Source: an optimization exercise on an open RTL-to-GDS flow (aim: small area and a short achievable clock period). Production flows keep margins and buffers that such runs may drop. Power is estimated from default activity; no workload was simulated.

## rev 12
==> flow/design.v <==
`timescale 1ns / 1ps
module CPU(
input [15:0]i_datain,
input [15:0]d_datain,
input clock,
input reset,
input enable,
input start,
output [7:0]i_addr,
output [7:0]d_addr,
output [15:0]d_dataout,
output d_we
);
reg        state;           
wire       run = state;
reg  [7:0] pc;
reg  [4:0] id_op;           
reg  [10:0] id_f;           
reg  [2:0] id_ixl, id_iy;    
reg  [4:0] ex_op;           
reg  [2:0] ex_rd;
reg  [15:0] ex_a, ex_b;
reg        ex_cin;
reg  [7:0] ex_sd;           
reg  [15:0] m_c;
reg  [7:0] m_sd;
reg        m_we, m_take, m_wen, m_halt;    
reg        m_load;
reg  [2:0] m_rd;
reg  [15:0] w_c;
reg        w_wen, w_halt;                  
reg  [2:0] w_rd;
reg        zf, nf, cf;
reg  [15:0] gr [7:0];
integer k;
assign i_addr    = pc;
assign d_addr    = m_c[7:0];
assign d_we      = m_we;
assign d_dataout = {m_c[15:8], m_sd};
always @(posedge clock or negedge reset)
    if (!reset)
        state <= 1'b0;
    else if (state)
        state <= enable & ~w_halt;
    else
        state <= enable & start;
wire [4:0] f_op = i_datain[15:11];
wire f_user1 = (f_op == 5'b10000) || (f_op == 5'b01001) || (f_op == 5'b01011)
             || (f_op[4:3] == 2'b11);
wire f_store = (f_op == 5'b00011);
always @(posedge clock or negedge reset)
    if (!reset) begin
        pc <= 8'd0;
        id_op <= 5'd0;
    end else if (run) begin
        pc <= m_take ? m_c[7:0] : pc + 8'd1;
        id_op <= f_op;
    end
always @(posedge clock)
    if (run) begin
        id_f <= i_datain[10:0];
        id_ixl <= f_user1 ? i_datain[10:8] : i_datain[6:4];
        id_iy  <= f_store ? i_datain[10:8] : i_datain[2:0];
    end
reg  [7:0] gv;
wire [7:0] selx = (8'd1 << id_ixl) & gv;
wire [7:0] sely = (8'd1 << id_iy) & gv;
reg  [15:0] rx, ry;
always @(*) begin
    rx = 16'd0;
    ry = 16'd0;
    for (k = 0; k < 8; k = k + 1) begin
        rx = rx | (gr[k] & {16{selx[k]}});
        ry = ry | (gr[k] & {16{sely[k]}});
    end
end
wire [7:0]  imm8 = id_f[7:0];
wire d_jump  = (id_op == 5'b11000);
wire d_store = (id_op == 5'b00011);
wire d_shl   = (id_op[4:1] == 4'b0010);
wire d_val3  = (id_op[4:2] == 3'b001) || (id_op[4:1] == 4'b0001);   
wire d_imm   = (id_op == 5'b01001) || (id_op == 5'b01011) || (id_op[4:3] == 2'b11);
wire d_ldih  = (id_op == 5'b10000);
wire d_sub   = (id_op == 5'b01010) || (id_op == 5'b01011) || (id_op == 5'b10010)
             || (id_op == 5'b01100);
wire d_addc  = (id_op == 5'b10001);
wire d_subc  = (id_op == 5'b10010);
reg [15:0] d_a, d_b;
always @(*) begin
    for (k = 0; k < 16; k = k + 1)
        d_a[k] = d_shl ? rx[15-k] : rx[k];
    if (d_store) d_a[15:8] = 8'd0;
    if (d_val3)
        d_b = {(d_store ? ry[15:8] : 8'd0), 4'd0, id_f[3:0]};
    else if (d_imm)
        d_b = {8'd0, imm8};
    else if (d_ldih)
        d_b = {imm8, 8'd0};
    else
        d_b = ry;
    if (d_sub) d_b = ~d_b;
end
always @(posedge clock or negedge reset)
    if (!reset)
        ex_op <= 5'd0;
    else if (run)
        ex_op <= id_op;
always @(posedge clock)
    if (run) begin
        ex_rd <= id_f[10:8];
        ex_a <= d_a;
        ex_b <= d_b;
        ex_cin <= d_addc ? cf : d_subc ? ~cf : d_sub;
        ex_sd <= ry[7:0];
    end
wire [15:0] a = ex_a;
wire [15:0] b = ex_b;
reg  [15:0] gg, gp, tg, tp;
integer lv, j;
always @(*) begin
    gg = a & b;
    gp = a ^ b;
    for (lv = 0; lv < 4; lv = lv + 1) begin
        tg = gg;
        tp = gp;
        for (j = 0; j < 16; j = j + 1)
            if (j >= (1 << lv)) begin
                gg[j] = tg[j] | (tp[j] & tg[j - (1 << lv)]);
                gp[j] = tp[j] & tp[j - (1 << lv)];
            end
    end
end
wire [15:0] p0 = a ^ b;
wire [15:0] sum = p0 ^ ({gg[14:0], 1'b0} ^ ({gp[14:0], 1'b1} & {16{ex_cin}}));
wire        cout = gg[15] | (gp[15] & ex_cin);
wire [15:0] p = a ^ b;
wire [15:0] o = a | b;
wire        z = &(~(p ^ {o[14:0], ex_cin}));
reg t3, t2, t1;
always @(*) begin
    case (ex_op)
        5'b01101: {t3, t2, t1} = 3'b100;    
        5'b01110: {t3, t2, t1} = 3'b111;    
        5'b01111: {t3, t2, t1} = 3'b011;    
        default:  {t3, t2, t1} = 3'b101;    
    endcase
end
wire [15:0] lg = (a & b & {16{t3}}) | (a & ~b & {16{t2}}) | (~a & b & {16{t1}});
wire        e_shl = (ex_op[4:1] == 4'b0010);
wire        fill = (ex_op == 5'b00111) & a[15];
wire [31:0] sh0 = {{16{fill}}, a};
wire [31:0] sh1 = b[0] ? {1'b0, sh0[31:1]} : sh0;
wire [31:0] sh2 = b[1] ? {2'b0, sh1[31:2]} : sh1;
wire [31:0] sh3 = b[2] ? {4'b0, sh2[31:4]} : sh2;
wire [15:0] y   = b[3] ? sh3[23:8] : sh3[15:0];
reg  [15:0] yr;
always @(*)
    for (k = 0; k < 16; k = k + 1)
        yr[k] = y[15-k];
wire e_logic = (ex_op[4:2] == 3'b011);
wire e_shift = (ex_op[4:2] == 3'b001);
wire e_jump  = (ex_op == 5'b11000);
wire e_store = (ex_op == 5'b00011);
wire [15:0] sh = e_shl ? yr : y;
wire [7:0] res_lo = (e_logic | e_jump) ? lg[7:0] : e_shift ? sh[7:0] : sum[7:0];
wire [7:0] res_hi = (e_logic | e_store) ? lg[15:8] : e_shift ? sh[15:8] : sum[15:8];
wire e_zn = (ex_op == 5'b01000) || (ex_op == 5'b01001) || (ex_op == 5'b10001)
          || (ex_op == 5'b01010) || (ex_op == 5'b01011) || (ex_op == 5'b10010)
          || (ex_op == 5'b01100);
wire e_c  = (ex_op == 5'b01000) || (ex_op == 5'b01001) || (ex_op == 5'b10001);
wire kill = (ex_op == 5'b10001) & ex_cin & (&b);
reg cond;
always @(*)
    case (ex_op[2:1])
        2'b00: cond = 1'b1;
        2'b01: cond = zf;
        2'b10: cond = nf;
        2'b11: cond = cf;
    endcase
wire e_take = (ex_op[4:3] == 2'b11) && ((ex_op[2:1] == 2'b00) || (cond ^ ex_op[0]));
wire e_wen = (ex_op == 5'b00010) || (ex_op == 5'b10000) || (ex_op == 5'b01000)
          || (ex_op == 5'b01001) || (ex_op == 5'b10001) || (ex_op == 5'b01010)
          || (ex_op == 5'b01011) || (ex_op == 5'b10010) || (ex_op == 5'b01101)
          || (ex_op == 5'b01110) || (ex_op == 5'b01111) || (ex_op[4:2] == 3'b001);
always @(posedge clock or negedge reset)
    if (!reset) begin
        zf <= 1'b0; nf <= 1'b0; cf <= 1'b0;
        m_we <= 1'b0; m_take <= 1'b0; m_wen <= 1'b0; m_halt <= 1'b0;
    end else if (run) begin
        if (e_zn) begin
            zf <= z;
            nf <= sum[15];
        end
        if (e_c)
            cf <= cout & ~kill;
        m_we <= e_store;
        m_take <= e_take;
        m_wen <= e_wen;
        m_halt <= (ex_op == 5'b00001);
    end
always @(posedge clock)
    if (run) begin
        m_c <= {res_hi, res_lo};
        m_sd <= ex_sd;
        m_load <= (ex_op == 5'b00010);
        m_rd <= ex_rd;
    end
always @(posedge clock or negedge reset)
    if (!reset) begin
        w_wen <= 1'b0; w_halt <= 1'b0;
    end else if (run) begin
        w_wen <= m_wen;
        w_halt <= m_halt;
    end
always @(posedge clock)
    if (run) begin
        w_c <= m_load ? d_datain : m_c;
        w_rd <= m_rd;
    end
always @(posedge clock or negedge reset)
    if (!reset)
        gv <= 8'd0;
    else if (run & w_wen)
        gv[w_rd] <= 1'b1;
always @(posedge clock)
    if (run & w_wen)
        gr[w_rd] <= w_c;
endmodule
==> flow/config.mk <==
export PLATFORM = sky130hd
export DESIGN_NAME = CPU
export DESIGN_NICKNAME = CPU
export VERILOG_FILES = /design/flow/design.v
export SDC_FILE = /design/flow/constraint.sdc
export NUM_CORES = 4
export LEC_CHECK = 0
export CAP_MARGIN = 20
export CORE_MARGIN = 2
export CORE_UTILIZATION = 40
export SETUP_SLACK_MARGIN = 1.0
export SLEW_MARGIN = 20
==> flow/constraint.sdc <==
create_clock -name core_clock -period 3.8 [get_ports {clock}]
set_input_delay 0.7600 -clock core_clock [delete_from_list [all_inputs] [get_ports {clock}]]
set_output_delay 0.7600 -clock core_clock [all_outputs]
set_load 0.01 [all_outputs]
run.sh (not shown) runs the stock make flow with config.mk's settings and CLKGATE_MAP_FILE= SYNTH_SCRIPT=/design/flow/synth_recipe.tcl, a recipe that flattens the netlist after the stock synthesis.
Relative to rev 12, the following input files were edited for rev 13:
--- a/flow/design.v
+++ b/flow/design.v
@@ -113,31 +113,31 @@
         ex_cin <= d_addc ? cf : d_subc ? ~cf : d_sub;
         ex_sd <= ry[7:0];
     end
 wire [15:0] a = ex_a;
 wire [15:0] b = ex_b;
-reg  [15:0] gg, gp, tg, tp;
+wire [15:0] g = a & b;
+wire [15:0] t = a | b;
+reg  [15:0] gg, gt, tg, tt;
 integer lv, j;
 always @(*) begin
-    gg = a & b;
-    gp = a ^ b;
+    gg = g;
+    gt = t;
     for (lv = 0; lv < 4; lv = lv + 1) begin
         tg = gg;
-        tp = gp;
+        tt = gt;
         for (j = 0; j < 16; j = j + 1)
             if (j >= (1 << lv)) begin
-                gg[j] = tg[j] | (tp[j] & tg[j - (1 << lv)]);
-                gp[j] = tp[j] & tp[j - (1 << lv)];
+                gg[j] = tg[j] | (tt[j] & tg[j - (1 << lv)]);
+                gt[j] = tt[j] & tt[j - (1 << lv)];
             end
     end
 end
-wire [15:0] p0 = a ^ b;
-wire [15:0] sum = p0 ^ ({gg[14:0], 1'b0} ^ ({gp[14:0], 1'b1} & {16{ex_cin}}));
-wire        cout = gg[15] | (gp[15] & ex_cin);
-wire [15:0] p = a ^ b;
-wire [15:0] o = a | b;
-wire        z = &(~(p ^ {o[14:0], ex_cin}));
+wire [15:0] c    = {gg[14:0], 1'b0} | ({gt[14:0], 1'b1} & {16{ex_cin}});
+wire [15:0] sum  = (t ^ c) ^ g;
+wire        cout = gg[15] | (gt[15] & ex_cin);
+wire        z = &(~((t ^ {t[14:0], ex_cin}) ^ g));
 reg t3, t2, t1;
 always @(*) begin
     case (ex_op)
         5'b01101: {t3, t2, t1} = 3'b100;    
         5'b01110: {t3, t2, t1} = 3'b111;    
[summary]
Highest routing layer actually used = met4: rev 13; highest routing layer actually used = met5: rev 12
Compared with rev 12, rev 13 shows highest ir drop seen on vdd higher by 0.084 mV.
Delta (rev 13 minus rev 12): design area saw a decrease, highest clock rate saw a decrease, shortest period the worst path allows saw an increase.
Growth of design area from synthesis to finish in rev 13 vs rev 12: up 1.0 points
Function was not checked in any run of this note: the RTL went through the layout flow alone.

-- static timing again, ports no longer ideal --
Ports are ideal in the flow. The routed layouts listed here were re-timed in OpenROAD.
Step 1 assumes that a clkbuf_16 drives the clock port and a buf_2 every other input.
Step 2 adds t to the input delays and takes it off the output delays; t is the mean of the earliest and latest rising clock arrival at the registers after step 1. Input paths then give back, and output paths get back, about the clock's delay inside the block.
Three values: no drivers, after step 1, after step 2; two values: the first two.
run | t (ns) | slack for setup (ns) | worst setup path at the end
rev 12 | 0.620 | 1.046 / 1.046 / 1.046 | register to register
rev 13 | 0.627 | 0.963 / 0.963 / 0.963 | register to register
After both steps every run listed still meets setup and hold.
